Source: an optimization exercise on an open RTL-to-GDS flow (aim: small area, a short achievable clock period and few clock cycles per item). Production flows keep margins and buffers that such runs may drop.
Function was checked by simulation only, so behaviour that the tests miss may differ from the original.

**design/flow/run.sh**
```bash
#!/bin/bash
# synth_recipe.tcl (not shown) runs the flow's synth.tcl, then flattens the netlist and writes it again
# the make line also repeats each setting of config.mk as NAME=value (left out here)
make -C /OpenROAD-flow-scripts/flow DESIGN_CONFIG=/design/flow/config.mk WORK_HOME=/design/flow/orfs CLKGATE_MAP_FILE= SYNTH_SCRIPT=/design/flow/synth_recipe.tcl finish
```
**design/flow/config.mk**
```make
export PLATFORM = sky130hd
export DESIGN_NAME = div_unit
export DESIGN_NICKNAME = div_unit
export VERILOG_FILES = /design/flow/design.v
export SDC_FILE = /design/flow/constraint.sdc
export NUM_CORES = 4
export LEC_CHECK = 0
export ABC_AREA = 1
export CAP_MARGIN = 20
export CORE_MARGIN = 2
export CORE_UTILIZATION = 40
export SLEW_MARGIN = 20
```
**design/flow/constraint.sdc**
```tcl
create_clock -name core_clock -period 150.0 [get_ports {clk_i}]
set_input_delay 30.0000 -clock core_clock [delete_from_list [all_inputs] [get_ports {clk_i}]]
set_output_delay 30.0000 -clock core_clock [all_outputs]
set_load 0.01 [all_outputs]
```
**design/flow/design.v**
```verilog
`timescale 1ns/1ps
`default_nettype none
module div_unit #(
    parameter integer K = 4
) (
    input  logic        clk_i,
    input  logic        rst_ni,
    input  logic        start_i,
    input  logic [2:0]  op_type_i,
    input  logic [31:0] operand_a_i,
    input  logic [31:0] operand_b_i,
    output logic [31:0] result_o,
    output logic        done_o,
    output logic        busy_o,
    output logic        exception_valid_o,
    output logic [31:0] exception_cause_o
);
    localparam integer W  = 32 + K - 1;        
    localparam integer MM = (32 + K - 1) / K;  
    function automatic logic [33:0] add32(input logic [31:0] x, input logic [31:0] y);
        logic [31:0] g, p, gg, pp;
        g  = x & y;
        p  = x ^ y;
        gg = g;
        pp = p;
        for (int l = 0; l < 5; l++)
            for (int i = 0; i < 32; i++)
                if ((i % (2 << l)) == (2 << l) - 1) begin
                    gg[i] = gg[i] | (pp[i] & gg[i - (1 << l)]);
                    pp[i] = pp[i] & pp[i - (1 << l)];
                end
        for (int l = 3; l >= 0; l--)
            for (int i = 0; i < 32; i++)
                if ((i % (2 << l)) == (1 << l) - 1 && i >= (2 << l)) begin
                    gg[i] = gg[i] | (pp[i] & gg[i - (1 << l)]);
                    pp[i] = pp[i] & pp[i - (1 << l)];
                end
        add32 = {gg[31], pp[31], p ^ {gg[30:0], 1'b0}};
    endfunction
    logic        busy_q, done_q, first_q, acc_q;
    logic [3:0]  cnt_q;
    logic [2:0]  op_q;
    logic [31:0] r_q, d_q, q_q;
    logic        sa_q, exc_q;
    logic        sgn, sa0, sa, sb, bz, ovf;
    logic [31:0] x0, bm, nb;
    logic [32:0] cb;
    logic [5:0]  la, lb;
    logic signed [7:0] n;
    logic [3:0]  m, mcur;
    assign sgn = ~op_q[0];
    assign sa0 = sgn & r_q[31];
    assign sa  = first_q ? sa0 : sa_q;
    assign sb  = sgn & d_q[31];
    assign x0  = r_q ^ {32{sa0}};
    assign bm  = d_q ^ {32{sb}};
    assign bz  = (d_q == 32'd0);
    assign ovf = (r_q == 32'h80000000) && (d_q == 32'hFFFFFFFF);
    assign cb[0] = ~sb;
    for (genvar i = 0; i < 32; i++) begin : g_inc
        assign nb[i]    = ~bm[i] ^ cb[i];
        assign cb[i+1] = ~bm[i] & cb[i];
    end
    always_comb begin
        la = 6'd0;
        lb = 6'd0;
        for (int i = 0; i < 32; i++) begin
            if (x0[i]) la = 6'(i + 1);
            if (bm[i]) lb = 6'(i + 1);
        end
    end
    assign n = $signed({2'b00, la}) - $signed({2'b00, lb}) + $signed({7'd0, sa0 & ~sb}) + 8'sd1;
    always_comb begin
        m = 4'd1;
        for (int j = 2; j <= MM; j++)
            if (n > (j - 1) * K) m = 4'(j);
    end
    assign mcur = first_q ? m : cnt_q;
    logic [W-1:0] yw;
    always_comb begin
        yw = '1;
        for (int j = 1; j <= MM; j++)
            if (mcur == 4'(j))
                yw = W'({1'b1, nb}) << (j * K - 1);
    end
    logic [31:0]  rs [0:K];
    logic [K-1:0] qb;
    assign rs[0] = first_q ? x0 : r_q;
    for (genvar j = 0; j < K; j++) begin : g_step
        logic [W-1:0] yj;
        logic         hiok;
        logic [33:0]  sum;
        assign yj = W'({{j{1'b1}}, yw} >> j);
        if (W - j > 32) begin : g_hi
            assign hiok = &yj[W-1-j:32];
        end else begin : g_nohi
            assign hiok = 1'b1;
        end
        assign sum = add32(rs[j], yj[31:0]);
        assign qb[K-1-j] = hiok & ~(sa & rs[j][31]) & (sum[33] | (sa & sum[32]));
        assign rs[j+1] = qb[K-1-j] ? sum[31:0] : rs[j];
    end
    logic        last, negq, cl;
    logic [31:0] qbase, qf, res;
    logic [31-K:0] qhi, qhin;
    logic [32-K:0] ch;
    logic [K-1:0]  qlo;
    assign last  = (mcur == 4'd1);
    assign qbase = first_q ? 32'd0 : q_q;
    assign qf    = {qbase[31-K:0], qb};
    assign negq  = sa ^ sb;
    assign qhi   = qbase[31-K:0] ^ {(32-K){negq}};
    assign ch[0] = negq;
    for (genvar i = 0; i < 32 - K; i++) begin : g_neg
        assign ch[i+1] = ch[i] & qhi[i];
        assign qhin[i] = qhi[i] ^ (ch[i] & cl);
    end
    assign cl  = ~|qb;
    assign qlo = negq ? (~qb + K'(1)) : qb;
    always_comb begin
        if (~op_q[2])           res = 32'd0;
        else if (op_q[1])       res = rs[K] ^ {32{sa}};
        else if (bz)            res = 32'hFFFFFFFF;
        else                    res = {qhin, qlo};
    end
    always_ff @(posedge clk_i or negedge rst_ni) begin
        if (!rst_ni) begin
            busy_q <= 1'b0;
            done_q <= 1'b0;
            acc_q  <= 1'b1;
        end else if (start_i) begin
            busy_q <= 1'b1;
            done_q <= 1'b0;
            acc_q  <= 1'b0;
        end else if (done_q) begin
            busy_q <= 1'b0;
            done_q <= 1'b0;
            acc_q  <= 1'b1;
        end else if (busy_q && last) begin
            done_q <= 1'b1;
            acc_q  <= 1'b1;
        end
    end
    always_ff @(posedge clk_i) begin
        first_q <= start_i;
        cnt_q   <= mcur - 4'd1;
        q_q     <= last ? res : qf;
        if (acc_q) begin
            r_q  <= operand_a_i;
            d_q  <= operand_b_i;
            op_q <= op_type_i;
        end else begin
            r_q  <= rs[K];
        end
        if (first_q) begin
            sa_q  <= sa0;
            exc_q <= bz | ovf;
        end
    end
    assign result_o          = q_q;
    assign done_o            = done_q;
    assign busy_o            = busy_q;
    assign exception_valid_o = exc_q;
    assign exception_cause_o = {30'd0, exc_q, 1'b0};
endmodule
```
==> results of run 1 <==
final cells by class:
| type | count | area share, % |
|---|---|---|
| clock inverters | 6 | 0.460 |
| well taps | 539 | 3.65 |
| repair buffers | 127 | 6.69 |
| multi-input cells | 1937 | 66.1 |
| clock buffers | 10 | 1.25 |
| flip-flops and latches | 109 | 13.9 |
| inverters | 392 | 8.00 |
metrics by stage:
stage                     worst slack, ns  hold slack (ns)  util (%)  instance area, µm²
after CTS                          118.64            0.509      44.2               18500
after floorplan                    119.42            0.507         -               17000
after detailed placement           119.08            0.498      43.4               18100
final                              118.66            0.511      44.3               18500
after global routing               118.63            0.519      44.3               18500
after global placement             119.09            0.472      43.4               18100
flip-flops by register name (all words and copies together), names as in the netlist, 3 cells and up:
| register | cells |
|---|---|
| d_q | 32 |
| q_q | 32 |
| r_q | 32 |
| cnt_q | 4 |
| op_q | 3 |
layer usage:
metal,track usage [%],vias to the layer above,part of all wire (%)
met2,43.3,474,46
li1,-,8263,-
met5,0,-,0.031
met4,6.70,2,2.1
met1,35.5,7855,46
met3,3.56,65,5.6
worst max path at each step:
stage,startpoint,end,slack (ns)
final,done_q,done_o,118.66
after global routing,done_q,done_o,118.63
after CTS,done_q,done_o,118.64
after detailed placement,done_q,done_o,119.08
after global placement,done_q,done_o,119.09
after floorplan,exc_q,exception_cause_o[1],119.42
cells in the final DEF, fill, tap and decap left out, drive strengths merged, types with 4 or more instances in the layout:
cell type      count
nand2            645
inv              391
o21ai            252
ha               172
nor2             166
nand3            119
clkdlybuf4s50    105
xor2             103
a21oi             76
dfxtp             70
xnor2             63
fa                63
nand4             40
edfxtp            36
conb              31
nor3              30
a31oi             29
nor4              22
buf               22
a21o              21
o22ai             19
o21bai            19
clkbuf            10
o2111ai            9
a22oi              8
a221oi             7
o211ai             6
or2                6
clkinv             5
o21a               4
a21boi             4
cells by family (layout without fill, tap and decap cells):
| kind of cell | Yosys count | in the layout | synth area share, % |
|---|---|---|---|
| fa+ha+maj | 235 | 235 | 20.2 |
| other cells | 1 | 31 | 0.0222 |
| buf+inv | 512 | 535 | 13.2 |
| simple gates | 1036 | 1036 | 26.6 |
| xor+xnor | 166 | 166 | 8.66 |
| flops | 109 | 109 | 15.2 |
| compound gates | 469 | 469 | 16.1 |
==> summary.txt, run 1 <==
Finish
  – Finished Layout Cells: 3120
  – Share of layout cells above drive strength 1: under 10%
  – Antenna diodes: 0
  – Layout area overhead: 9.54%
  – Register area: about 2600 µm²
  – Area of the multi-input gates: about 12000 µm²
  – Final #Nets: 2881
  – # fillers: about 4400

GRT
  – Largest net degree at the start of global routing: a little over 100
  – Total track usage: approximately a quarter
  – First-pass GRT wire length: between 80000 and 90000 µm
  – Vias in the first global route: 15600
  – Grt ovf: 0
  – Initial antenna violation count: 1

Worst hold path
  – Hold Path Cell Cnt: 1
  – Worst Hold End: done_q
  – Worst min path class: flop to flop
  – Hold_sp: done_q

Drt
  – Routed WL per cell: between 15 and 20 µm
  – Routed Antenna Nets: 0
  – Via density: around 5.3
  – Vias: approximately 17000
  – Drt total wl: 57300 µm
  – Drt first pass iters: 6
  – DRC viols: 0
  – 1st-iter DRT viols: about 1300

Floorplanning
  – Die Y-Extent: roughly 210 µm
  – Initial core utilization: about two fifths
  – Core Box Area: between 40000 and 50000 µm²
  – Die Area: about 44000 µm²
  – Die width: between 200 and 250 µm
  – Rows: between 70 and 80
  – # IOs: 137

Synthesis
  – Biggest area consumer among synthesized cells: nand2_1
  – YS warnings: 2
  – Post-synth top flop: dfxtp_1
  – Most numerous cell in the Yosys netlist: nand2_1
  – Synth Register Bits: between 100 and 150
  – Sequential share of the synthesized area: between 15 and 20%
  – Top post-synthesis cells by area: nand2_1 (14%), ha_1 (13%), inv_1 (8.4%)
  – Syn Inst Count: between 2000 and 3000
  – Post-Syn Area: roughly 17000 µm²
  – Yosys top cell area share: roughly 14%
  – Synth cell count leaders: nand2_1 (616), inv_1 (377), o21ai_0 (225)
  – Synth cell types: 68
  – Syn Area/Cell: about 6.7 µm²
  – Asr flop ratio synth: about 2.8%
  – EDFF count, synth: 36

Worst setup path
  – Delay-heaviest family, CP: buffers and inverters
  – R2R cell count: 147
  – Critical path type: flop to output port
  – Critical Path, Cell by Cell: clkdlybuf4s50_1
  – Critical R2R Launch: op_q[0]
  – CP startpoint kind: flop
  – WP depth: 1
  – Largest stage delay on the critical path: about 0.56 ns
  – Critical path buffer and inverter count: 1
  – Register-to-Register Setup Slack: 123.38 ns
  – R2r endpoint: q_q[31]
  – Critical path fanouts, max: 4
  – Critical-path cell with the highest stage delay: clkdlybuf4s50_1
  – Worst Path Arrival: between 1 and 1.5 ns
  – CP endpoint kind: output port
  – Req. time, crit path: 120.00 ns

Clock network
  – Post-CTS Resized: 0
  – CTS Sinks: about 110
  – Clock Tree Root: clkbuf_16
  – Postcts setup bufs: 0
  – CTS max path bufs: 2
  – Clk latency of the worst-skew pair: ~0.42 ns
  – CTS tree: done
  – Hold Buf Count CTS: 0
  – Clk pin slew, worst setup/hold paths: around 0.07 ns
  – Total CTS buffers: 9
  – H-tree Lvls: 3

STA
  – Final min period: ~31 ns
  – Fmax: around 32 MHz
  – Final Max Slew Viols: 0
  – Endpoints failing setup: 0
  – Fin. Hold Viols: 0
  – Layout Skew: 0.0321 ns
  – Final worst path period share: a little over a fifth
  – Slew HR: between 20 and 30%
  – Worst-Margin Slew: between 1 and 1.5 ns
  – RSZ-0062 raised after global routing: false
  – Final setup TNS: 0 ns

Flow run
  – Total of max-cap violations: 0

Place
  – Placed Cells: between 3000 and 4000
  – Routability cong.: 0.915
  – DP Wirelength: between 40000 and 50000 µm
  – # port buffers: ~110

Run status
  – Status: timing/DRC/antenna clean
Testbench counts, summed over its fixed seeds: cycles 5,665, ops 1,600.
==> inputs of run 2 (changes only) <==
--- a/design/flow/design.v
+++ b/design/flow/design.v
@@ -1,5 +1,35 @@
 `timescale 1ns/1ps
 `default_nettype none
+module div_unit_step (
+    input  logic [31:0] r,
+    input  logic [31:0] y,
+    input  logic        hiok,
+    input  logic        sa,
+    output logic        q,
+    output logic [31:0] rn
+);
+    logic [31:0] g, p, gg, pp;
+    always_comb begin
+        g  = r & y;
+        p  = r ^ y;
+        gg = g;
+        pp = p;
+        for (int l = 0; l < 5; l++)
+            for (int i = 0; i < 32; i++)
+                if ((i % (2 << l)) == (2 << l) - 1) begin
+                    gg[i] = gg[i] | (pp[i] & gg[i - (1 << l)]);
+                    pp[i] = pp[i] & pp[i - (1 << l)];
+                end
+        for (int l = 3; l >= 0; l--)
+            for (int i = 0; i < 32; i++)
+                if ((i % (2 << l)) == (1 << l) - 1 && i >= (2 << l)) begin
+                    gg[i] = gg[i] | (pp[i] & gg[i - (1 << l)]);
+                    pp[i] = pp[i] & pp[i - (1 << l)];
+                end
+    end
+    assign q  = hiok & ~(sa & r[31]) & (gg[31] | (sa & pp[31]));
+    assign rn = q ? (p ^ {gg[30:0], 1'b0}) : r;
+endmodule
 module div_unit #(
     parameter integer K = 4
 ) (
@@ -17,26 +47,6 @@
 );
     localparam integer W  = 32 + K - 1;        
     localparam integer MM = (32 + K - 1) / K;  
-    function automatic logic [33:0] add32(input logic [31:0] x, input logic [31:0] y);
-        logic [31:0] g, p, gg, pp;
-        g  = x & y;
-        p  = x ^ y;
-        gg = g;
-        pp = p;
-        for (int l = 0; l < 5; l++)
-            for (int i = 0; i < 32; i++)
-                if ((i % (2 << l)) == (2 << l) - 1) begin
-                    gg[i] = gg[i] | (pp[i] & gg[i - (1 << l)]);
-                    pp[i] = pp[i] & pp[i - (1 << l)];
-                end
-        for (int l = 3; l >= 0; l--)
-            for (int i = 0; i < 32; i++)
-                if ((i % (2 << l)) == (1 << l) - 1 && i >= (2 << l)) begin
-                    gg[i] = gg[i] | (pp[i] & gg[i - (1 << l)]);
-                    pp[i] = pp[i] & pp[i - (1 << l)];
-                end
-        add32 = {gg[31], pp[31], p ^ {gg[30:0], 1'b0}};
-    endfunction
     logic        busy_q, done_q, first_q, acc_q;
     logic [3:0]  cnt_q;
     logic [2:0]  op_q;
@@ -89,39 +99,40 @@
     for (genvar j = 0; j < K; j++) begin : g_step
         logic [W-1:0] yj;
         logic         hiok;
-        logic [33:0]  sum;
         assign yj = W'({{j{1'b1}}, yw} >> j);
         if (W - j > 32) begin : g_hi
             assign hiok = &yj[W-1-j:32];
         end else begin : g_nohi
             assign hiok = 1'b1;
         end
-        assign sum = add32(rs[j], yj[31:0]);
-        assign qb[K-1-j] = hiok & ~(sa & rs[j][31]) & (sum[33] | (sa & sum[32]));
-        assign rs[j+1] = qb[K-1-j] ? sum[31:0] : rs[j];
+        div_unit_step u_step (
+            .r(rs[j]), .y(yj[31:0]), .hiok(hiok), .sa(sa), .q(qb[K-1-j]), .rn(rs[j+1])
+        );
     end
-    logic        last, negq, cl;
-    logic [31:0] qbase, qf, res;
-    logic [31-K:0] qhi, qhin;
-    logic [32-K:0] ch;
-    logic [K-1:0]  qlo;
+    logic        last, negq, anyq;
+    logic [31:0] qbase, qf, res, divr;
+    logic [32:0] orq;
     assign last  = (mcur == 4'd1);
     assign qbase = first_q ? 32'd0 : q_q;
     assign qf    = {qbase[31-K:0], qb};
     assign negq  = sa ^ sb;
-    assign qhi   = qbase[31-K:0] ^ {(32-K){negq}};
-    assign ch[0] = negq;
-    for (genvar i = 0; i < 32 - K; i++) begin : g_neg
-        assign ch[i+1] = ch[i] & qhi[i];
-        assign qhin[i] = qhi[i] ^ (ch[i] & cl);
+    assign anyq = |qb;
+    assign orq[0] = 1'b0;
+    for (genvar i = 0; i < 32; i++) begin : g_neg
+        if (i < K) begin : g_lo
+            assign orq[i+1] = orq[i] | qb[i];
+        end else if (i == K) begin : g_k
+            assign orq[i+1] = anyq | qbase[i-K];
+        end else begin : g_hi
+            assign orq[i+1] = orq[i] | qbase[i-K];
+        end
+        assign divr[i] = qf[i] ^ (negq & (i > K ? (orq[i] | anyq) : orq[i]));
     end
-    assign cl  = ~|qb;
-    assign qlo = negq ? (~qb + K'(1)) : qb;
     always_comb begin
         if (~op_q[2])           res = 32'd0;
         else if (op_q[1])       res = rs[K] ^ {32{sa}};
         else if (bz)            res = 32'hFFFFFFFF;
-        else                    res = {qhin, qlo};
+        else                    res = divr;
     end
     always_ff @(posedge clk_i or negedge rst_ni) begin
         if (!rst_ni) begin
==> run 2 against run 1 <==
- utilization up 0.64 points
- cell count down 5.6%
- worst hold slack got worse by 0.019 ns
- largest cell class unchanged
- highest routed layer is now met4
==> summary.txt, run 2 <==
Clock network
  – H-tree Lvls: 3 (unchanged)
  – Clk latency of the worst-skew pair: 0.40 ns (-0.02 ns)
  – Clock Tree Root: clkbuf_16
  – CTS Sinks: 109 (unchanged)
  – Postcts setup bufs: 0 (unchanged)
  – Hold Buf Count CTS: 0 (unchanged)
  – Clk pin slew, worst setup/hold paths: 0.07 ns (about the same)
  – Total CTS buffers: 9 (unchanged)
  – Post-CTS Resized: 0 (unchanged)
  – CTS max path bufs: 2 (unchanged)
  – CTS tree: done

Synthesis
  – Synth Register Bits: 109 (unchanged)
  – Top post-synthesis cells by area: ha_1 (13%), nand2_1 (12%), dfxtp_1 (8.7%)
  – Post-Syn Area: 16100 µm² (-4.6%)
  – Syn Area/Cell: 6.82 µm² (+2.2%)
  – Sequential share of the synthesized area: 15.9% (+0.73 points)
  – Synth cell types: 61 (-10%)
  – Asr flop ratio synth: 2.75% (unchanged)
  – Most numerous cell in the Yosys netlist: nand2_1
  – Synth cell count leaders: nand2_1 (526), inv_1 (328), o21ai_0 (246)
  – Biggest area consumer among synthesized cells: ha_1
  – YS warnings: 4 (+2)
  – Yosys top cell area share: 13.3% (-0.41 points)
  – Syn Inst Count: 2360 (-6.6%)
  – Post-synth top flop: dfxtp_1
  – EDFF count, synth: 36 (unchanged)

Worst setup path
  – Critical path type: flop to output port
  – Critical path fanouts, max: 4 (unchanged)
  – CP startpoint kind: flop
  – Delay-heaviest family, CP: buffers and inverters
  – Largest stage delay on the critical path: 0.55 ns (about the same)
  – Critical Path, Cell by Cell: clkdlybuf4s50_1
  – Worst Path Arrival: 1.31 ns (-0.03 ns)
  – Register-to-Register Setup Slack: 120.70 ns (-2.68 ns)
  – R2r endpoint: q_q[28]
  – Req. time, crit path: 120.00 ns (about the same)
  – R2R cell count: 165 (+12%)
  – Critical path buffer and inverter count: 1 (unchanged)
  – CP endpoint kind: output port
  – Critical R2R Launch: d_q[31]
  – Critical-path cell with the highest stage delay: clkdlybuf4s50_1

Place
  – DP Wirelength: 45400 µm (-0.54%)
  – # port buffers: 105 (unchanged)
  – Place WS: 119.09 ns (+0.0140 ns)
  – Placed Cells: 2927 (-5.7%)
  – Routability cong.: 0.982 (+7.3%)
  – Area after DPL: 17500 µm² (-3.3%)

Drt
  – Drt total wl: 56000 µm (-2.3%)
  – Via density: 5.51 (+3.1%)
  – Routed Antenna Nets: 0 (unchanged)
  – Routed WL per cell: 19.0 µm (+3.5%)
  – Drt first pass iters: 5 (-1)
  – 1st-iter DRT viols: 1417 (+8.7%)
  – DRC viols: 0 (unchanged)
  – Vias: 16200 (-2.6%)

STA
  – Fmax: 31.9 MHz (+0.10%)
  – Final min period: 31.31 ns (-0.0320 ns)
  – Final Max Slew Viols: 0 (unchanged)
  – RSZ-0062 raised after global routing: false
  – Hold slack: 0.492 ns (-0.0187 ns)
  – Slew HR: 27.6% (-0.69 points)
  – Final worst-path setup slack: 118.69 ns (+0.0320 ns)
  – Final setup TNS: 0 ns (unchanged)
  – Endpoints failing setup: 0 (unchanged)
  – Fin. Hold Viols: 0 (unchanged)
  – Layout Skew: 0.0233 ns (-0.00873 ns)
  – Worst-Margin Slew: 1.08 ns (+0.0190 ns)
  – Final worst path period share: 20.9% (-0.021 points)

Run status
  – Status: timing/DRC/antenna clean

Floorplanning
  – Core Box Area: 39700 µm² (-4.9%)
  – Die Area: 41900 µm² (-4.5%)
  – Die Y-Extent: 205 µm (-2.3%)
  – # IOs: 137 (unchanged)
  – Die width: 205 µm (-2.3%)
  – Initial core utilization: 40.5% (+0.10 points)
  – Rows: 73 (-2.7%)

Finish
  – Area of the multi-input gates: 11800 µm² (-3.4%)
  – # fillers: 4133 (-5.8%)
  – Final #Nets: 2719 (-5.6%)
  – Finished Layout Cells: 2945 (-5.6%)
  – Final core occ: 44.9% (+0.64 points)
  – Cell area after layout: 17800 µm² (-3.5%)
  – Layout area overhead: 10.9%
  – Share of layout cells above drive strength 1: 4.96% (-0.035 points)
  – Register area: 2560 µm² (about the same)
  – Most frequent cells in the layout: nand2_1 (526), inv_1 (328), o21ai_0 (245)
  – Biggest regs: d_q (32), q_q (32), r_q (32)
  – Most common cell after layout, fill and taps aside: nand2_1

Worst hold path
  – Hold_sp: done_q
  – Worst Hold End: done_q
  – Hold Path Cell Cnt: 1 (unchanged)
  – Worst min path class: flop to flop

GRT
  – Initial antenna violation count: 0 (-1)
  – Total track usage: 26.7% (+0.71 points)
  – Largest net degree at the start of global routing: 101 (unchanged)
  – Vias in the first global route: 14900 (-4.2%)
  – Grt ovf: 0 (unchanged)
  – First-pass GRT wire length: 86000 µm (-2.5%)

Flow run
  – Total of max-cap violations: 0 (unchanged)
## run 2: cell count changes after synthesis, sizes merged, moves of 11 or more
cell,delta
o21bai,-17
o211ai,+22
buf,-21
inv,-49
xnor2,-11
nor2,-36
nand2,-101
o22ai,+11
xor2,-12
a21oi,+34
clkbuf,+20
nand3,-18
## run 2: how the worst max path moves through the flow
stage / startpoint / endpoint / slack (ns) / depth (start not counted)
after global routing: d_q[31] / q_q[26] / 117.84 / 162
after global placement: done_q / done_o / 119.10 / 1
after floorplan: exc_q / exception_cause_o[1] / 119.42 / 1
after CTS: q_q[14] / result_o[14] / 118.67 / 1
after detailed placement: done_q / done_o / 119.09 / 1
final: done_q / done_o / 118.69 / 1
## run 2: layout make-up
type                            instances  share of cell area [%]
Sequential cell                       109                    14.4
Clock inverter                          5                   0.217
Clock buffer                           11                    1.48
Antenna cell                            2                  0.0281
Inverter                              345                    7.26
Multi-Input combinational cell       1820                    66.1
Timing Repair Buffer                  128                    6.86
Tap cell                              525                    3.68
## run 2: cell families after synthesis
kind of cell / count (synthesis) / share of synthesized area [%]
AOI/OAI and AO/OA: 525 / 18.7
DFF: 109 / 15.9
buffers and inverters: 461 / 11.6
adders and majority gates: 236 / 21.4
and+or+nand+nor: 885 / 24.6
xor gates and xnor gates: 143 / 7.78
other: 1 / 0.0233
## run 2: metal layers
layer	vias to the layer above	wire length, µm	part of all wire [%]	global-route usage, %
li1	7908	-	-	-
met1	7667	26500	47	39.2
met2	580	24100	43	41.1
met3	64	3830	6.8	2.85
met4	0	1460	2.6	7.82
met5	-	0	0	0
Testbench counts of run 2, summed over its fixed seeds: cycles 5,665, ops 1,600.
==> inputs of run 3 (changes only) <==
==> design/flow/flow/run.sh (new file) <==
#!/bin/bash
# Standard ORFS layout; only the port buffers are the smallest buffer cell
# instead of the default choice. Each tool's output goes to its own log.
set -euo pipefail
export BUFFER_PORTS_ARGS="-buffer_cell sky130_fd_sc_hd__buf_1"
bash standard.sh > standard_flow.log 2>&1
==> design/flow/standard.sh (new file) <==
#!/bin/bash
# synth_recipe.tcl (not shown) runs the flow's synth.tcl, then flattens the netlist and writes it again
# the make line also repeats each setting of config.mk as NAME=value (left out here)
make -C /OpenROAD-flow-scripts/flow DESIGN_CONFIG=/design/flow/config.mk WORK_HOME=/design/flow/orfs CLKGATE_MAP_FILE= SYNTH_SCRIPT=/design/flow/synth_recipe.tcl "${@:-finish}"
removed: design/flow/run.sh
==> run 3 against run 2 <==
- still clean
- cell count stayed put
- worst hold slack worse by 0.0059 ns
- synthesized area stayed put
- first-iteration DRC count is 5.0% lower
- routed wire length is 1.2% lower
- register-to-register slack better by 1.5 ns
- die area stayed put
- critical endpoint unchanged
==> summary.txt, run 3 <==
Finish
  – # fillers: 4176 (+1.0%)
  – Share of layout cells above drive strength 1: 5.08% (+0.12 points)
  – Final #Nets: 2721 (+0.074%)
  – Biggest regs: d_q (32), q_q (32), r_q (32)
  – Most common cell after layout, fill and taps aside: nand2_1
  – Layout area overhead: 6.80%
  – Antenna diodes: 0 (-2)
  – Most frequent cells in the layout: nand2_1 (526), inv_1 (328), o21ai_0 (245)

Drt
  – 1st-iter DRT viols: 1346 (-5.0%)
  – Drt total wl: 55300 µm (-1.2%)
  – Drt first pass iters: 6 (+1)
  – Via density: 5.48 (-0.46%)
  – Vias: 16100 (-0.46%)
  – DRC viols: 0 (unchanged)
  – Routed Antenna Nets: 0 (unchanged)
  – Routed WL per cell: 18.8 µm (-1.2%)

Floorplanning
  – Rows: 73 (unchanged)
  – # IOs: 137 (unchanged)
  – Initial core utilization: 40.5% (unchanged)
  – Die Y-Extent: 205 µm (unchanged)
  – Core Box Area: 39700 µm² (unchanged)
  – Die width: 205 µm (unchanged)
  – Die Area: 41900 µm² (unchanged)

STA
  – Fmax: 32.3 MHz (+1.2%)
  – RSZ-0062 raised after global routing: false
  – Fin. Hold Viols: 0 (unchanged)
  – Endpoints failing setup: 0 (unchanged)
  – Final worst path period share: 20.6% (-0.25 points)
  – Worst-Margin Slew: 1.02 ns (-0.0644 ns)
  – Final Max Slew Viols: 0 (unchanged)
  – Layout Skew: 0.0149 ns (-0.00841 ns)
  – Final min period: 30.93 ns (-0.381 ns)
  – Slew HR: 31.3% (+3.7 points)
  – Final setup TNS: 0 ns (unchanged)

Clock network
  – H-tree Lvls: 3 (unchanged)
  – Postcts setup bufs: 0 (unchanged)
  – Total CTS buffers: 9 (unchanged)
  – Clk pin slew, worst setup/hold paths: 0.08 ns (about the same)
  – Hold Buf Count CTS: 0 (unchanged)
  – CTS tree: done
  – CTS Sinks: 109 (unchanged)
  – Clock Tree Root: clkbuf_16
  – CTS max path bufs: 2 (unchanged)
  – Post-CTS Resized: 0 (unchanged)
  – Clk latency of the worst-skew pair: 0.39 ns (about the same)

GRT
  – First-pass GRT wire length: 85600 µm (-0.50%)
  – Initial antenna violation count: 0 (unchanged)
  – Vias in the first global route: 14700 (-1.9%)
  – Grt ovf: 0 (unchanged)
  – Total track usage: 26.5% (-0.29 points)
  – Largest net degree at the start of global routing: 101 (unchanged)

Synthesis
  – YS warnings: 4 (unchanged)
  – Top post-synthesis cells by area: ha_1 (13%), nand2_1 (12%), dfxtp_1 (8.7%)
  – Asr flop ratio synth: 2.75% (unchanged)
  – Post-synth top flop: dfxtp_1
  – Syn Inst Count: 2360 (unchanged)
  – Synth Register Bits: 109 (unchanged)
  – Post-Syn Area: 16100 µm² (unchanged)
  – Biggest area consumer among synthesized cells: ha_1
  – Sequential share of the synthesized area: 15.9% (unchanged)
  – EDFF count, synth: 36 (unchanged)
  – Yosys top cell area share: 13.3% (unchanged)
  – Synth cell count leaders: nand2_1 (526), inv_1 (328), o21ai_0 (246)
  – Most numerous cell in the Yosys netlist: nand2_1
  – Syn Area/Cell: 6.82 µm² (unchanged)
  – Synth cell types: 61 (unchanged)

Worst setup path
  – Worst Path Arrival: 0.93 ns (-0.38 ns)
  – CP endpoint kind: output port
  – CP Launch Point: done_q
  – Critical-path cell with the highest stage delay: dfrtp_1
  – Critical R2R Launch: d_q[31]
  – Largest stage delay on the critical path: 0.39 ns (-0.16 ns)
  – Critical path fanouts, max: 4 (unchanged)
  – Delay-heaviest family, CP: flip-flops
  – CP startpoint kind: flop
  – Critical path buffer and inverter count: 1 (unchanged)
  – Critical path type: flop to output port
  – Req. time, crit path: 120.00 ns (about the same)
  – Critical Path, Cell by Cell: buf_1

Place
  – DP Wirelength: 45400 µm (-0.13%)
  – Routability cong.: 0.945 (-3.7%)
  – # port buffers: 105 (unchanged)

Run status
  – Status: timing/DRC/antenna clean

Worst hold path
  – Worst min path class: flop to flop
  – Hold_sp: done_q

Flow run
  – Total of max-cap violations: 0 (unchanged)
## run 3: final cells by class
type	instances	area, µm²	area share, %
Inverter	345	1290	7.53
Clock inverter	7	67.6	0.393
Multi-Input combinational cell	1820	11800	68.6
Timing Repair Buffer	130	582	3.38
Sequential cell	109	2560	14.9
Tap cell	525	657	3.82
Clock buffer	9	225	1.31
## run 3: cells by family after synthesis
| kind of cell | share of synthesized area, % |
|---|---|
| adder cells (fa/ha/maj) | 21.4 |
| buffers and inverters | 11.6 |
| other | 0.0233 |
| AND/OR/NAND/NOR | 24.6 |
| flip-flops | 15.9 |
| XOR/XNOR | 7.78 |
| AO/OA/AOI/OAI | 18.7 |
## run 3: routing by layer
metal / GRT usage, % / vias up / wire (µm)
met5: 0 / - / 0
met4: 6.31 / 0 / 1020
met3: 3.21 / 50 / 3840
met2: 40.3 / 548 / 23900
met1: 39.3 / 7637 / 26500
li1: - / 7909 / -
## run 3: final timing paths
path	end	slack [ns]	cells past startpoint
setup / recovery	done_o	119.07	1
hold / removal	done_q	0.49	1
setup reg to reg	q_q[27]	122.20	163
hold reg to reg	done_q	0.49	1
max in group asynchronous	acc_q	120.36	1
min in group asynchronous	done_q	29.41	1
## run 3: per-stage QoR
stage,std cells,hold WS (ns),instance area [µm²],worst slack [ns],util (%)
floorplan,2390,0.429,16200,119.42,-
finish,2945,0.486,17200,119.07,43.3
global placement,2929,0.468,16900,119.48,42.5
CTS,2945,0.490,17200,119.05,43.3
detailed placement,2929,0.479,16900,119.48,42.5
global route,2945,0.535,17200,119.00,43.3
==> inputs of run 4 (changes only) <==
--- a/design/flow/design.v
+++ b/design/flow/design.v
@@ -31,7 +31,7 @@
     assign rn = q ? (p ^ {gg[30:0], 1'b0}) : r;
 endmodule
 module div_unit #(
-    parameter integer K = 4
+    parameter integer K = 5
 ) (
     input  logic        clk_i,
     input  logic        rst_ni,
@@ -62,7 +62,7 @@
     assign sa0 = sgn & r_q[31];
     assign sa  = first_q ? sa0 : sa_q;
     assign sb  = sgn & d_q[31];
-    assign x0  = r_q ^ {32{sa0}};
+    assign x0  = r_q ^ {32{first_q & sa0}};
     assign bm  = d_q ^ {32{sb}};
     assign bz  = (d_q == 32'd0);
     assign ovf = (r_q == 32'h80000000) && (d_q == 32'hFFFFFFFF);
@@ -95,7 +95,7 @@
     end
     logic [31:0]  rs [0:K];
     logic [K-1:0] qb;
-    assign rs[0] = first_q ? x0 : r_q;
+    assign rs[0] = x0;
     for (genvar j = 0; j < K; j++) begin : g_step
         logic [W-1:0] yj;
         logic         hiok;
--- a/design/flow/config.mk
+++ b/design/flow/config.mk
@@ -8,5 +8,5 @@
 export ABC_AREA = 1
 export CAP_MARGIN = 20
 export CORE_MARGIN = 2
-export CORE_UTILIZATION = 40
+export CORE_UTILIZATION = 65
 export SLEW_MARGIN = 20
==> run 4 against run 3 <==
- critical path depth is the same
- sequential share of layout area fell by 0.64 points
- maximum frequency is essentially flat
- die area down 34%
- highest routed layer unchanged
- synthesized cell count grew 4.4%
==> summary.txt, run 4 <==
Synthesis
  – Synth cell count leaders: nand2_1 (561), inv_1 (321), o21ai_0 (245)
  – EDFF count, synth: 36 (unchanged)
  – Most numerous cell in the Yosys netlist: nand2_1
  – Yosys top cell area share: 14.5% (+1.2 points)
  – Synth cell types: 65 (+6.6%)
  – Top post-synthesis cells by area: ha_1 (15%), nand2_1 (12%), fa_1 (9.1%)
  – Syn Area/Cell: 6.96 µm² (+2.0%)
  – YS warnings: 4 (unchanged)
  – Sequential share of the synthesized area: 14.9% (-0.98 points)
  – Biggest area consumer among synthesized cells: ha_1
  – Synth Register Bits: 109 (unchanged)
  – Asr flop ratio synth: 2.75% (unchanged)
  – Post-Syn Area: 17100 µm² (+6.5%)
  – Syn Inst Count: 2465 (+4.4%)
  – Post-synth top flop: dfxtp_1

Place
  – # port buffers: 105 (unchanged)
  – DP Wirelength: 43700 µm (-3.8%)
  – Area after DPL: 17600 µm² (+4.4%)
  – Routability cong.: 0.999 (+5.7%)

Worst setup path
  – Worst Path Arrival: 0.95 ns (+0.02 ns)
  – R2R cell count: 119 (-27%)
  – R2r endpoint: q_q[24]
  – CP startpoint kind: flop
  – CP endpoint kind: output port
  – Register-to-Register Setup Slack: 123.27 ns (+1.07 ns)
  – Critical path type: flop to output port
  – Critical-path cell with the highest stage delay: dfrtp_1
  – Req. time, crit path: 120.00 ns (about the same)
  – Critical path fanouts, max: 4 (unchanged)
  – Critical path buffer and inverter count: 1 (unchanged)
  – Critical R2R Launch: first_q
  – Largest stage delay on the critical path: 0.41 ns (+0.02 ns)
  – Delay-heaviest family, CP: flip-flops
  – Critical Path, Cell by Cell: buf_1

Finish
  – Most common cell after layout, fill and taps aside: nand2_1
  – Register area: 2560 µm² (unchanged)
  – Final #Nets: 2868 (+5.4%)
  – Antenna diodes: 0 (unchanged)
  – Area of the multi-input gates: 12800 µm² (+8.8%)
  – Layout area overhead: 4.74%
  – Share of layout cells above drive strength 1: 5.30% (+0.22 points)
  – Most frequent cells in the layout: nand2_1 (561), inv_1 (321), o21ai_0 (245)
  – # fillers: 2369 (-43%)
  – Final core occ: 69.1% (+26 points)
  – Cell area after layout: 18000 µm² (+4.5%)
  – Biggest regs: d_q (32), q_q (32), r_q (32)

STA
  – Final Max Slew Viols: 0 (unchanged)
  – Final worst path period share: 20.6% (about the same)
  – Slew HR: 21.1% (-10 points)
  – Final setup TNS: 0 ns (unchanged)
  – Fin. Hold Viols: 0 (unchanged)
  – Fmax: 32.3 MHz (about the same)
  – Worst-Margin Slew: 1.17 ns (+0.151 ns)
  – Final min period: 30.95 ns (+0.0180 ns)
  – Layout Skew: 0.0142 ns (-0.000688 ns)
  – RSZ-0062 raised after global routing: false
  – Endpoints failing setup: 0 (unchanged)

Clock network
  – Post-CTS Resized: 0 (unchanged)
  – Total CTS buffers: 9 (unchanged)
  – Hold Buf Count CTS: 0 (unchanged)
  – Clock Tree Root: clkbuf_16
  – Clk pin slew, worst setup/hold paths: 0.08 ns (about the same)
  – Postcts setup bufs: 0 (unchanged)
  – CTS Sinks: 109 (unchanged)
  – CTS max path bufs: 2 (unchanged)
  – Clk latency of the worst-skew pair: 0.36 ns (-0.03 ns)
  – CTS tree: done
  – H-tree Lvls: 3 (unchanged)

Floorplanning
  – Initial core utilization: 66.0% (+25 points)
  – Core Box Area: 26000 µm² (-35%)
  – Die width: 166 µm (-19%)
  – # IOs: 137 (unchanged)
  – Rows: 59 (-19%)
  – Die Area: 27700 µm² (-34%)
  – Die Y-Extent: 166 µm (-19%)

Worst hold path
  – Hold_sp: done_q
  – Hold Path Cell Cnt: 1 (unchanged)
  – Worst min path class: flop to flop
  – Worst Hold End: done_q

Drt
  – 1st-iter DRT viols: 1697 (+26%)
  – Via density: 5.99 (+9.3%)
  – Routed WL per cell: 18.6 µm (-0.93%)
  – Drt total wl: 53200 µm (-3.8%)
  – Vias: 17100 (+6.2%)
  – DRC viols: 0 (unchanged)
  – Drt first pass iters: 6 (unchanged)
  – Routed Antenna Nets: 0 (unchanged)

GRT
  – Total track usage: 37.8% (+11 points)
  – First-pass GRT wire length: 84300 µm (-1.5%)
  – Initial antenna violation count: 0 (unchanged)
  – Largest net degree at the start of global routing: 101 (unchanged)
  – Grt ovf: 0 (unchanged)
  – Vias in the first global route: 16100 (+9.6%)

Run status
  – Status: timing/DRC/antenna clean

Flow run
  – Total of max-cap violations: 0 (unchanged)
-- run 4: cell count changes in the layout (fill, tap and decap cells not counted), moves of 13 or more --
cell     delta
fa_1       +13
ha_1       +28
nor3_1     -21
xnor2_1    +13
or2_2      +16
nand2_1    +35
-- run 4: cells by family after synthesis --
logic type / after synthesis / synth area share (%)
AO/OA/AOI/OAI: 528 / 17.7
AND/OR/NAND/NOR: 936 / 24.5
buffers and inverters: 451 / 10.9
flip-flops: 109 / 14.9
other: 1 / 0.0219
adder cells (fa/ha/maj): 277 / 23.6
XOR/XNOR: 163 / 8.37
-- run 4: final cells by class --
type | instances | share of cell area (%)
multi-input combinational | 1935 | 71.5
sequential | 109 | 14.3
inverter | 343 | 7.18
timing repair buffer | 123 | 2.95
tap | 335 | 2.33
clock buffer | 9 | 1.25
clock inverter | 7 | 0.495
-- run 4: metrics by stage --
| stage | hold slack, ns | setup WS [ns] | instances |
|---|---|---|---|
| 2_1_floorplan | 0.509 | 119.42 | 2495 |
| 6_report | 0.541 | 119.05 | 2861 |
| 5_1_grt | 0.532 | 119.05 | 2861 |
| 4_1_cts | 0.522 | 119.06 | 2861 |
| 3_5_place_dp | 0.511 | 119.45 | 2845 |
| 3_3_place_gp | 0.471 | 119.47 | 2845 |
-- run 4: worst max-delay path by stage --
stage                           endpoint  depth (start not counted)   start  slack [ns]
floorplan           exception_cause_o[1]                          1   exc_q      119.42
global placement                  done_o                          1  done_q      119.47
detailed placement                done_o                          1  done_q      119.45
CTS                               done_o                          1  done_q      119.06
global route                      done_o                          1  done_q      119.05
finish                            done_o                          1  done_q      119.05
-- run 4: per-layer routing --
metal	up-vias	routed length, µm	track usage [%]
met5	-	0	0
met4	0	2410	15.3
met3	142	4580	5.87
met2	752	24600	63.0
met1	7982	21600	49.4
li1	8268	-	-
-- run 4: worst register-to-register path: cells and delay by family (launching register included) --
family / cells / cell delay [ns]
fa+ha+maj: 10 / 3.21
compound gates: 42 / 9.88
buf+inv: 19 / 5.29
flops: 1 / 0.55
xor+xnor: 2 / 0.57
simple gates: 46 / 7.09
Testbench counts of run 4, summed over its fixed seeds: cycles 5,099, ops 1,600.
==> inputs of run 5 (changes only) <==
--- a/design/flow/config.mk
+++ b/design/flow/config.mk
@@ -8,5 +8,5 @@
 export ABC_AREA = 1
 export CAP_MARGIN = 20
 export CORE_MARGIN = 2
-export CORE_UTILIZATION = 65
+export CORE_UTILIZATION = 40
 export SLEW_MARGIN = 20
==> run 5 against run 4 <==
- highest routed layer is now met5
- via count shrank 1.6%
- critical path type unchanged
- register-to-register slack lost 1.1 ns
- maximum frequency about the same
- worst setup slack worse by 0.0090 ns
- sequential cell count unchanged
- sequential share of layout area shrank 0.24 points
- clock skew is essentially flat
- critical path depth unchanged
- routed wire length grew 8.8%
- final area increased by 1.7%
==> summary.txt, run 5 <==
Run status
  – Status: timing/DRC/antenna clean

Clock network
  – H-tree Lvls: 3 (unchanged)
  – Post-CTS Resized: 0 (unchanged)
  – Clock Tree Root: clkbuf_16
  – CTS max path bufs: 2 (unchanged)
  – CTS tree: done
  – Postcts setup bufs: 0 (unchanged)
  – Clk latency of the worst-skew pair: 0.39 ns (+0.03 ns)
  – CTS Sinks: 109 (unchanged)
  – Total CTS buffers: 9 (unchanged)
  – Hold Buf Count CTS: 0 (unchanged)
  – Clk pin slew, worst setup/hold paths: 0.07 ns (about the same)

Place
  – Area after DPL: 18000 µm² (+1.9%)
  – Routability cong.: 0.952 (-4.7%)
  – DP Wirelength: 48200 µm (+10%)
  – # port buffers: 105 (unchanged)

Synthesis
  – EDFF count, synth: 36 (unchanged)
  – Most numerous cell in the Yosys netlist: nand2_1
  – Synth cell count leaders: nand2_1 (561), inv_1 (321), o21ai_0 (245)
  – Post-synth top flop: dfxtp_1
  – Post-Syn Area: 17100 µm² (unchanged)
  – Synth Register Bits: 109 (unchanged)
  – Syn Inst Count: 2465 (unchanged)
  – Syn Area/Cell: 6.96 µm² (unchanged)
  – Synth cell types: 65 (unchanged)
  – YS warnings: 4 (unchanged)
  – Biggest area consumer among synthesized cells: ha_1
  – Top post-synthesis cells by area: ha_1 (15%), nand2_1 (12%), fa_1 (9.1%)
  – Yosys top cell area share: 14.5% (unchanged)
  – Sequential share of the synthesized area: 14.9% (unchanged)
  – Asr flop ratio synth: 2.75% (unchanged)

Worst hold path
  – Hold_sp: done_q
  – Hold Path Cell Cnt: 1 (unchanged)
  – Worst min path class: flop to flop
  – Worst Hold End: done_q

Worst setup path
  – Critical Path, Cell by Cell: buf_1
  – CP startpoint kind: flop
  – Delay-heaviest family, CP: flip-flops
  – CP endpoint kind: output port
  – Critical path fanouts, max: 4 (unchanged)
  – R2r endpoint: q_q[29]
  – Critical path buffer and inverter count: 1 (unchanged)
  – Worst Path Arrival: 0.96 ns (about the same)
  – Critical path type: flop to output port
  – Register-to-Register Setup Slack: 122.13 ns (-1.14 ns)
  – Req. time, crit path: 120.00 ns (about the same)
  – R2R cell count: 138 (+16%)
  – Largest stage delay on the critical path: 0.40 ns (about the same)
  – Critical R2R Launch: first_q
  – Critical-path cell with the highest stage delay: dfrtp_1

GRT
  – Vias in the first global route: 16300 (+1.4%)
  – Largest net degree at the start of global routing: 101 (unchanged)
  – First-pass GRT wire length: 90400 µm (+7.2%)
  – Grt ovf: 0 (unchanged)
  – Total track usage: 26.2% (-12 points)
  – Initial antenna violation count: 3 (+3)

Drt
  – Routed Antenna Nets: 0 (unchanged)
  – Drt total wl: 57900 µm (+8.8%)
  – Vias: 16900 (-1.6%)
  – 1st-iter DRT viols: 1311 (-23%)
  – Drt first pass iters: 6 (unchanged)
  – Routed WL per cell: 18.8 µm (+1.2%)
  – DRC viols: 0 (unchanged)
  – Via density: 5.49 (-8.4%)

STA
  – Worst-Margin Slew: 1.07 ns (-0.104 ns)
  – Endpoints failing setup: 0 (unchanged)
  – Layout Skew: 0.0145 ns (+0.000287 ns)
  – Hold slack: 0.515 ns (-0.0252 ns)
  – Fmax: 32.3 MHz (about the same)
  – Final worst path period share: 20.6% (about the same)
  – Final min period: 30.96 ns (+0.00900 ns)
  – RSZ-0062 raised after global routing: false
  – Final Max Slew Viols: 0 (unchanged)
  – Final setup TNS: 0 ns (unchanged)
  – Slew HR: 28.1% (+7.0 points)
  – Fin. Hold Viols: 0 (unchanged)

Finish
  – Most frequent cells in the layout: nand2_1 (561), inv_1 (321), o21ai_0 (245)
  – Layout area overhead: 6.52%
  – Final core occ: 43.3% (-26 points)
  – Antenna diodes: 0 (unchanged)
  – Cell area after layout: 18300 µm² (+1.7%)
  – Most common cell after layout, fill and taps aside: nand2_1
  – Biggest regs: d_q (32), q_q (32), r_q (32)
  – Share of layout cells above drive strength 1: 5.60% (+0.29 points)
  – # fillers: 4382 (+85%)
  – Final #Nets: 2878 (+0.35%)

Floorplanning
  – Die width: 211 µm (+27%)
  – Rows: 75 (+27%)
  – Core Box Area: 42100 µm² (+62%)
  – Die Area: 44500 µm² (+61%)
  – Die Y-Extent: 211 µm (+27%)
  – Initial core utilization: 40.7% (-25 points)
  – # IOs: 137 (unchanged)

Flow run
  – Total of max-cap violations: 0 (unchanged)
run 5: cell count changes in the layout (fill, tap and decap cells not counted), moves of 2 or more:
cell,previous run,this run
buf_4,18,28
clkinv_4,2,0
clkinv_8,2,0
inv_12,2,0
run 5: metal layers:
metal,vias up,global-route usage (%),wire [µm]
li1,8279,-,-
met1,7937,33.0,24900
met2,517,45.4,27400
met3,134,3.39,3050
met4,4,10.2,2520
met5,-,0,24
run 5: worst max path at each step:
| stage | startpoint | to | slack (ns) | cells after the start |
|---|---|---|---|---|
| final | done_q | done_o | 119.04 | 1 |
| after global routing | done_q | done_o | 119.01 | 1 |
| after floorplan | exc_q | exception_cause_o[1] | 119.42 | 1 |
| after global placement | done_q | done_o | 119.47 | 1 |
| after CTS | done_q | done_o | 119.03 | 1 |
| after detailed placement | done_q | done_o | 119.45 | 1 |
run 5: cells by family after synthesis:
logic type / synth area share, %
adders and majority gates: 23.6
xor gates and xnor gates: 8.37
other: 0.0219
buffers and inverters: 10.9
and+or+nand+nor: 24.5
DFF: 14.9
AOI/OAI and AO/OA: 17.7
run 5: layout make-up:
type | count | area [µm²] | area share (%)
Multi-Input combinational cell | 1935 | 12800 | 70.3
Sequential cell | 109 | 2560 | 14.0
Inverter | 343 | 1290 | 7.06
Tap cell | 539 | 674 | 3.69
Timing Repair Buffer | 133 | 604 | 3.31
Clock buffer | 12 | 262 | 1.43
Clock inverter | 4 | 28.8 | 0.158
run 5: per-stage QoR:
| step | setup WS (ns) | cells |
|---|---|---|
| final | 119.04 | 3075 |
| after global routing | 119.01 | 3075 |
| after CTS | 119.03 | 3075 |
| after detailed placement | 119.45 | 3059 |
| after global placement | 119.47 | 3059 |
| after floorplan | 119.42 | 2495 |
==> inputs of run 6 (changes only) <==
==> design/flow/flow/run.sh (replaced) <==
#!/bin/bash
# Standard ORFS layout with two changes: the logic is mapped with the ABC
# script in flow/abc_area.script, and the port buffers are the smallest
# buffer cell. Each tool's output goes to its own log file.
set -euo pipefail
rm -rf orfs_scripts
cp -r "$FLOW_HOME/scripts" orfs_scripts
cp flow/abc_area.script orfs_scripts/abc_area.script
export SCRIPTS_DIR="$PWD/orfs_scripts"
export BUFFER_PORTS_ARGS="-buffer_cell sky130_fd_sc_hd__buf_1"
bash standard.sh > standard_flow.log 2>&1
==> design/flow/flow/abc_area.script (new file) <==
strash
dch
amap
topo
--- a/design/flow/config.mk
+++ b/design/flow/config.mk
@@ -8,5 +8,5 @@
 export ABC_AREA = 1
 export CAP_MARGIN = 20
 export CORE_MARGIN = 2
-export CORE_UTILIZATION = 40
+export CORE_UTILIZATION = 65
 export SLEW_MARGIN = 20
==> run 6 against run 5 <==
- cell count decreased by 16%
- routed wire length decreased by 7.8%
- maximum frequency decreased by 17%
- synthesized cell count decreased by 14%
- synthesized area decreased by 9.3%
==> summary.txt, run 6 <==
Run status
  – Status: timing/DRC/antenna clean

STA
  – Fin. Hold Viols: 0 (unchanged)
  – RSZ-0062 raised after global routing: false
  – Final setup TNS: 0 ns (unchanged)
  – Final worst path period share: 24.9% (+4.2 points)
  – Final min period: 37.31 ns (+6.35 ns)
  – Endpoints failing setup: 0 (unchanged)
  – Slew HR: 25.3% (-2.8 points)
  – Layout Skew: 0.0212 ns (+0.00665 ns)
  – Final Max Slew Viols: 0 (unchanged)
  – Worst-Margin Slew: 1.11 ns (+0.0459 ns)
  – Hold slack: 0.489 ns (-0.0259 ns)
  – Fmax: 26.8 MHz (-17%)

Synthesis
  – Synth Register Bits: 109 (unchanged)
  – Syn Area/Cell: 7.37 µm² (+6.0%)
  – Biggest area consumer among synthesized cells: ha_1
  – Synth cell count leaders: nor2_1 (326), clkinv_1 (321), ha_1 (199)
  – Synth Area in Adders: 26.1% (+2.4 points)
  – Synth Area in XOR/XNOR: 0.507% (-7.9 points)
  – Multiplexer share of the synthesized area: 0% (unchanged)
  – Synth Area in Compound Gates: 29.7% (+12 points)
  – Top post-synthesis cells by area: ha_1 (16%), fa_1 (10%), dfxtp_1 (9.0%)
  – Yosys top cell area share: 16.0% (+1.5 points)
  – YS warnings: 4 (unchanged)
  – Simple-Gate Fraction of Synth Area: 17.9% (-6.6 points)
  – Most numerous cell in the Yosys netlist: nor2_1
  – Sequential share of the synthesized area: 16.5% (+1.5 points)
  – Synth cell types: 46 (-29%)
  – EDFF count, synth: 36 (unchanged)
  – Post-Syn Area: 15500 µm² (-9.3%)
  – Post-synth top flop: dfxtp_1
  – Asr flop ratio synth: 2.75% (unchanged)
  – Largest family of logic cells by synthesized area: compound AO/OA/AOI/OAI gates
  – Syn Inst Count: 2108 (-14%)

Clock network
  – Postcts setup bufs: 0 (unchanged)
  – Total CTS buffers: 9 (unchanged)
  – CTS max path bufs: 2 (unchanged)
  – Clock Tree Root: clkbuf_16
  – CTS tree: done
  – Clk latency of the worst-skew pair: 0.39 ns (about the same)
  – Post-CTS Resized: 0 (unchanged)
  – Clk pin slew, worst setup/hold paths: 0.10 ns (+0.03 ns)
  – H-tree Lvls: 3 (unchanged)
  – CTS Sinks: 109 (unchanged)
  – Hold Buf Count CTS: 0 (unchanged)

Worst setup path
  – Worst Path Arrival: 37.56 ns (+36.60 ns)
  – CP endpoint kind: flop
  – Req. time, crit path: 150.25 ns (+30.25 ns)
  – Delay-heaviest family, CP: compound AO/OA/AOI/OAI gates
  – Critical path fanouts, max: 62 (+58)
  – CP startpoint kind: flop
  – Critical path buffer and inverter count: 26 (+25)
  – Critical path type: flop to flop
  – Crit path top cell by count: nor2_1
  – Largest stage delay on the critical path: 0.90 ns (+0.50 ns)
  – Critical-path cell with the highest stage delay: clkinv_1

Finish
  – Layout area overhead: 7.83%
  – Most frequent cells in the layout: nor2_1 (324), clkinv_1 (320), ha_1 (199)
  – Antenna diodes: 0 (unchanged)
  – Area of the multi-input gates: 11700 µm² (-8.8%)
  – Final #Nets: 2597 (-9.8%)
  – Share of layout cells above drive strength 1: 2.39% (-3.2 points)
  – # fillers: 1984 (-55%)
  – Biggest regs: d_q (32), q_q (32), r_q (32)
  – Most common cell after layout, fill and taps aside: nor2_1
  – Register area: 2560 µm² (-0.15%)
  – Cell area after layout: 16800 µm² (-8.2%)
  – Finished Layout Cells: 2574 (-16%)

GRT
  – First-pass GRT wire length: 83300 µm (-7.8%)
  – Largest net degree at the start of global routing: 63 (-38%)
  – Vias in the first global route: 16200 (-0.77%)
  – Initial antenna violation count: 2 (-1)
  – Grt ovf: 0 (unchanged)
  – Total track usage: 42.6% (+16 points)

Drt
  – Via density: 6.74 (+23%)
  – Drt total wl: 53400 µm (-7.8%)
  – DRC viols: 0 (unchanged)
  – Drt first pass iters: 6 (unchanged)
  – Vias: 17300 (+2.8%)
  – Routed WL per cell: 20.7 µm (+10%)
  – 1st-iter DRT viols: 2024 (+54%)
  – Routed Antenna Nets: 0 (unchanged)

Floorplanning
  – Rows: 56 (-25%)
  – Core Box Area: 23500 µm² (-44%)
  – Die Y-Extent: 159 µm (-25%)
  – Initial core utilization: 66.2% (+26 points)
  – # IOs: 137 (unchanged)
  – Die width: 159 µm (-25%)
  – Die Area: 25200 µm² (-43%)

Flow run
  – Total of max-cap violations: 0 (unchanged)

Worst hold path
  – Worst min path class: flop to flop

Place
  – # port buffers: 105 (unchanged)
  – Area after DPL: 16500 µm² (-8.3%)
  – Routability cong.: 1.05 (+10%)
  – Placed Cells: 2558 (-16%)
  – DP Wirelength: 42700 µm (-11%)
[run 6: cell types whose count changed after synthesis, moves of 79 or more]
cell,previous run,this run
nand2_1,561,131
inv_1,321,0
clkinv_1,7,321
nor2_1,111,326
o22ai_1,31,168
o21ai_0,245,112
xor2_1,97,0
nand3_1,97,18
[run 6: worst paths after layout]
path | endpoint | slack, ns | from | cells past startpoint
max in group asynchronous | acc_q | 120.34 | rst_ni | 1
min reg2reg | q_q[21] | 0.49 | q_q[16] | 2
min in group asynchronous | busy_q | 29.42 | rst_ni | 1
max | q_q[31] | 112.69 | first_q | 145
max reg2reg | q_q[31] | 112.69 | first_q | 145
min | q_q[21] | 0.49 | q_q[16] | 2
[run 6: area by class of cell]
type,count,share of cell area (%)
Clock buffer,10,1.37
Clock inverter,6,0.314
Inverter,321,7.19
Multi-Input combinational cell,1676,69.9
Sequential cell,109,15.3
Tap cell,319,2.38
Timing Repair Buffer,133,3.61
[run 6: tightest hold or removal path, stage by stage (launching register included)]
cell and delay, ns:
dfxtp_1 0.32, nand2_1 0.08, o32ai_1 0.06
[run 6: through the flow]
stage / setup WS [ns] / utilization (%)
floorplan: 111.61 / -
detailed placement: 114.13 / 70.2
global placement: 114.71 / 70.2
CTS: 113.93 / 71.4
global route: 110.31 / 71.4
finish: 112.69 / 71.4
[run 6: cells by family (layout without fill, tap and decap cells)]
| logic type | Yosys count | in the layout |
|---|---|---|
| AOI/OAI and AO/OA | 723 | 723 |
| xor gates and xnor gates | 9 | 9 |
| adders and majority gates | 277 | 277 |
| buffers and inverters | 353 | 470 |
| DFF | 109 | 109 |
| other | 1 | 31 |
| and+or+nand+nor | 636 | 636 |
[run 6: layer usage]
layer	vias to the layer above	GRT usage, %	share of wire, %
met1	8021	54.5	38
met2	1077	68.1	45
li1	8025	-	-
met5	-	0	0.047
met4	4	21.2	5.2
met3	215	9.17	12
==> inputs of run 7 (changes only) <==
==> design/flow/flow/abc_area.script (replaced) <==
strash
dch
map -a
topo
stime -c
buffer -c
upsize -c
dnsize -c
==> run 7 against run 6 <==
- final area is 4.4% higher
- worst hold slack better by 0.013 ns
- critical endpoint unchanged
- utilization is 1.9 points lower
- highest routed layer is now met4
- critical path depth is 2 higher
- sequential share of layout area is 0.65 points lower
- via count is 6.0% lower
==> summary.txt, run 7 <==
Clock network
  – Post-CTS Resized: 0 (unchanged)
  – CTS tree: done
  – Postcts setup bufs: 0 (unchanged)
  – H-tree Lvls: 3 (unchanged)
  – CTS Sinks: 109 (unchanged)
  – Total CTS buffers: 9 (unchanged)
  – Clock Tree Root: clkbuf_16
  – Clk latency of the worst-skew pair: 0.36 ns (-0.03 ns)
  – Clk pin slew, worst setup/hold paths: 0.07 ns (-0.03 ns)
  – CTS max path bufs: 2 (unchanged)
  – Hold Buf Count CTS: 0 (unchanged)

Synthesis
  – Synth cell types: 67 (+46%)
  – Syn Area/Cell: 7.36 µm² (-0.20%)
  – YS warnings: 4 (unchanged)
  – Post-synth top flop: dfxtp_1
  – Asr flop ratio synth: 2.75% (unchanged)
  – Most numerous cell in the Yosys netlist: nand2_1
  – Syn Inst Count: 2259 (+7.2%)
  – Yosys top cell area share: 15.0% (-1.0 points)
  – EDFF count, synth: 36 (unchanged)
  – Post-Syn Area: 16600 µm² (+6.9%)
  – Biggest area consumer among synthesized cells: ha_1
  – Synth cell count leaders: nand2_1 (294), inv_1 (292), o21ai_0 (246)
  – Sequential share of the synthesized area: 15.4% (-1.1 points)
  – Synth Register Bits: 109 (unchanged)
  – Top post-synthesis cells by area: ha_1 (15%), fa_1 (9.4%), dfxtp_1 (8.4%)

STA
  – RSZ-0062 raised after global routing: false
  – Final min period: 31.53 ns (-5.78 ns)
  – Final setup TNS: 0 ns (unchanged)
  – Endpoints failing setup: 0 (unchanged)
  – Fin. Hold Viols: 0 (unchanged)
  – Hold slack: 0.503 ns (+0.0133 ns)
  – Final worst path period share: 21.0% (-3.9 points)
  – Layout Skew: 0.0151 ns (-0.00605 ns)
  – Slew HR: 16.2% (-9.1 points)
  – Final Max Slew Viols: 0 (unchanged)
  – Fmax: 31.7 MHz (+18%)
  – Worst-Margin Slew: 1.24 ns (+0.130 ns)

Floorplanning
  – Rows: 58 (+3.6%)
  – Initial core utilization: 66.0% (-0.21 points)
  – Die Y-Extent: 164 µm (+3.3%)
  – # IOs: 137 (unchanged)
  – Die Area: 26900 µm² (+6.8%)
  – Die width: 164 µm (+3.3%)
  – Core Box Area: 25200 µm² (+7.3%)

Finish
  – Layout area overhead: 5.29%
  – # fillers: 2186 (+10%)
  – Antenna diodes: 0 (unchanged)
  – Most frequent cells in the layout: nand2_1 (293), inv_1 (292), o21ai_0 (245)
  – Final #Nets: 2666 (+2.7%)
  – Most common cell after layout, fill and taps aside: nand2_1
  – Share of layout cells above drive strength 1: 7.36% (+5.0 points)
  – Biggest regs: d_q (32), q_q (32), r_q (32)

Worst setup path
  – Critical-path cell with the highest stage delay: clkinv_1
  – Req. time, crit path: 150.22 ns (-0.03 ns)
  – Crit path top cell by count: a21oi_1
  – Critical path fanouts, max: 50 (-19%)
  – Worst Path Arrival: 31.74 ns (-5.82 ns)
  – CP startpoint kind: flop
  – Critical path type: flop to flop
  – Largest stage delay on the critical path: 0.97 ns (+0.07 ns)
  – CP endpoint kind: flop

GRT
  – Vias in the first global route: 15100 (-6.9%)
  – Initial antenna violation count: 0 (-2)
  – Total track usage: 38.4% (-4.2 points)
  – Grt ovf: 0 (unchanged)
  – First-pass GRT wire length: 80000 µm (-4.0%)
  – Largest net degree at the start of global routing: 53 (-16%)

Place
  – Routability cong.: 1.01 (-3.8%)
  – # port buffers: 105 (unchanged)
  – DP Wirelength: 42400 µm (-0.58%)

Drt
  – 1st-iter DRT viols: 1764 (-13%)
  – Routed Antenna Nets: 0 (unchanged)
  – Routed WL per cell: 19.6 µm (-5.7%)
  – Vias: 16300 (-6.0%)
  – DRC viols: 0 (unchanged)
  – Via density: 6.15 (-8.8%)
  – Drt total wl: 51900 µm (-2.8%)
  – Drt first pass iters: 7 (+1)

Worst hold path
  – Worst min path class: flop to flop

Run status
  – Status: timing/DRC/antenna clean

Flow run
  – Total of max-cap violations: 0 (unchanged)
==> run 7: cell count changes in the layout (fill, tap and decap cells not counted), moves of 28 or more <==
cell      change
a211oi_1     -39
o22ai_1     -131
nand2_1     +162
xor2_1      +101
o21ai_0     +133
a21o_1       -28
xnor2_1      +69
nor2_1      -189
clkinv_1    -318
o32ai_1      -33
inv_1       +292
==> run 7: path summary, 6_finish.rpt <==
path / from / to / slack, ns / depth (start not counted)
hold reg to reg: done_q / done_q / 0.50 / 1
hold / removal: done_q / done_q / 0.50 / 1
min in group asynchronous: rst_ni / busy_q / 29.44 / 1
setup / recovery: first_q / q_q[31] / 118.47 / 147
max in group asynchronous: rst_ni / acc_q / 120.33 / 1
setup reg to reg: first_q / q_q[31] / 118.47 / 147
==> run 7: layer usage <==
layer  vias to the layer above  global-route usage, %  wire [µm]
met1                      7520                   53.3      22000
met3                       152                   6.74       5320
met5                         -                      0          0
met2                       891                   59.3      22300
met4                         0                   15.8       2300
li1                       7747                      -          -
==> run 7: cell families (layout without fill, tap and decap cells) <==
| logic type | after synthesis | count (layout) | share of synthesized area, % |
|---|---|---|---|
| muxes | 15 | 15 | 1.02 |
| xor gates and xnor gates | 179 | 179 | 9.43 |
| AOI/OAI and AO/OA | 626 | 626 | 22.3 |
| DFF | 109 | 109 | 15.4 |
| buffers and inverters | 428 | 463 | 10.5 |
| other | 1 | 31 | 0.0226 |
| adders and majority gates | 277 | 277 | 24.4 |
| and+or+nand+nor | 624 | 624 | 17.0 |
==> run 7: area by class of cell <==
cell class                      count  area, µm²  area share (%)
Timing Repair Buffer              128        567            3.24
Clock buffer                        9        225            1.29
Inverter                          319       1200            6.86
Multi-Input combinational cell   1752      12500            71.3
Tap cell                          330        413            2.36
Sequential cell                   109       2560            14.6
Clock inverter                      7       65.1           0.372
==> run 7: metrics by stage <==
step           instances  utilization (%)  setup WS [ns]  cell area (µm²)
2_1_floorplan       2289                -         119.42            16700
3_3_place_gp        2638             68.4         119.44            17200
3_5_place_dp        2638             68.4         119.31            17200
4_1_cts             2654             69.5         119.05            17500
5_1_grt             2654             69.5         116.27            17500
6_report            2654             69.5         118.47            17500
==> run 7: worst max-delay path: cells and delay by family (launching register included) <==
kind | cells | cell delay [ns]
xor gates and xnor gates | 2 | 0.34
AOI/OAI and AO/OA | 72 | 15.61
DFF | 1 | 0.51
and+or+nand+nor | 40 | 5.69
buffers and inverters | 25 | 6.37
adders and majority gates | 8 | 2.68

-- what the ideal ports hide --
No port has a modelled driver above. Below, the same layouts with a new extraction and two added sets of constraints.
Step 1 (the two cells are an assumption about what drives the block):
set clk [get_ports {clk_i}]
set_driving_cell -lib_cell sky130_fd_sc_hd__clkbuf_16 $clk
set_driving_cell -lib_cell sky130_fd_sc_hd__buf_2 [delete_from_list [all_inputs] $clk]
Step 2 also shifts input and output timing later by t, the mid clock arrival at the registers, as if the neighbouring blocks saw the same clock.
Three values: ideal ports, drivers, drivers and shift; two values: the first two.
| run | shift t [ns] | slack for setup (ns) | worst setup path after step 2 | pins driven straight from the clock port |
|---|---|---|---|---|
| run 1 | 0.457 | 118.658 / 118.605 / 119.062 | register to output | 1 |
| run 2 | 0.430 | 118.690 / 118.644 / 119.074 | register to output | 1 |
| run 3 | 0.433 | 119.071 / 119.021 / 119.455 | register to output | 1 |
| run 4 | 0.404 | 119.053 / 119.002 / 119.406 | register to output | 1 |
| run 5 | 0.430 | 119.044 / 118.992 / 119.422 | register to output | 1 |
| run 6 | 0.428 | 112.692 / 112.692 / 112.692 | register to register | 1 |
| run 7 | 0.397 | 118.474 / 118.474 / 118.474 | register to register | 1 |
After both steps setup and hold are still met in every run listed.
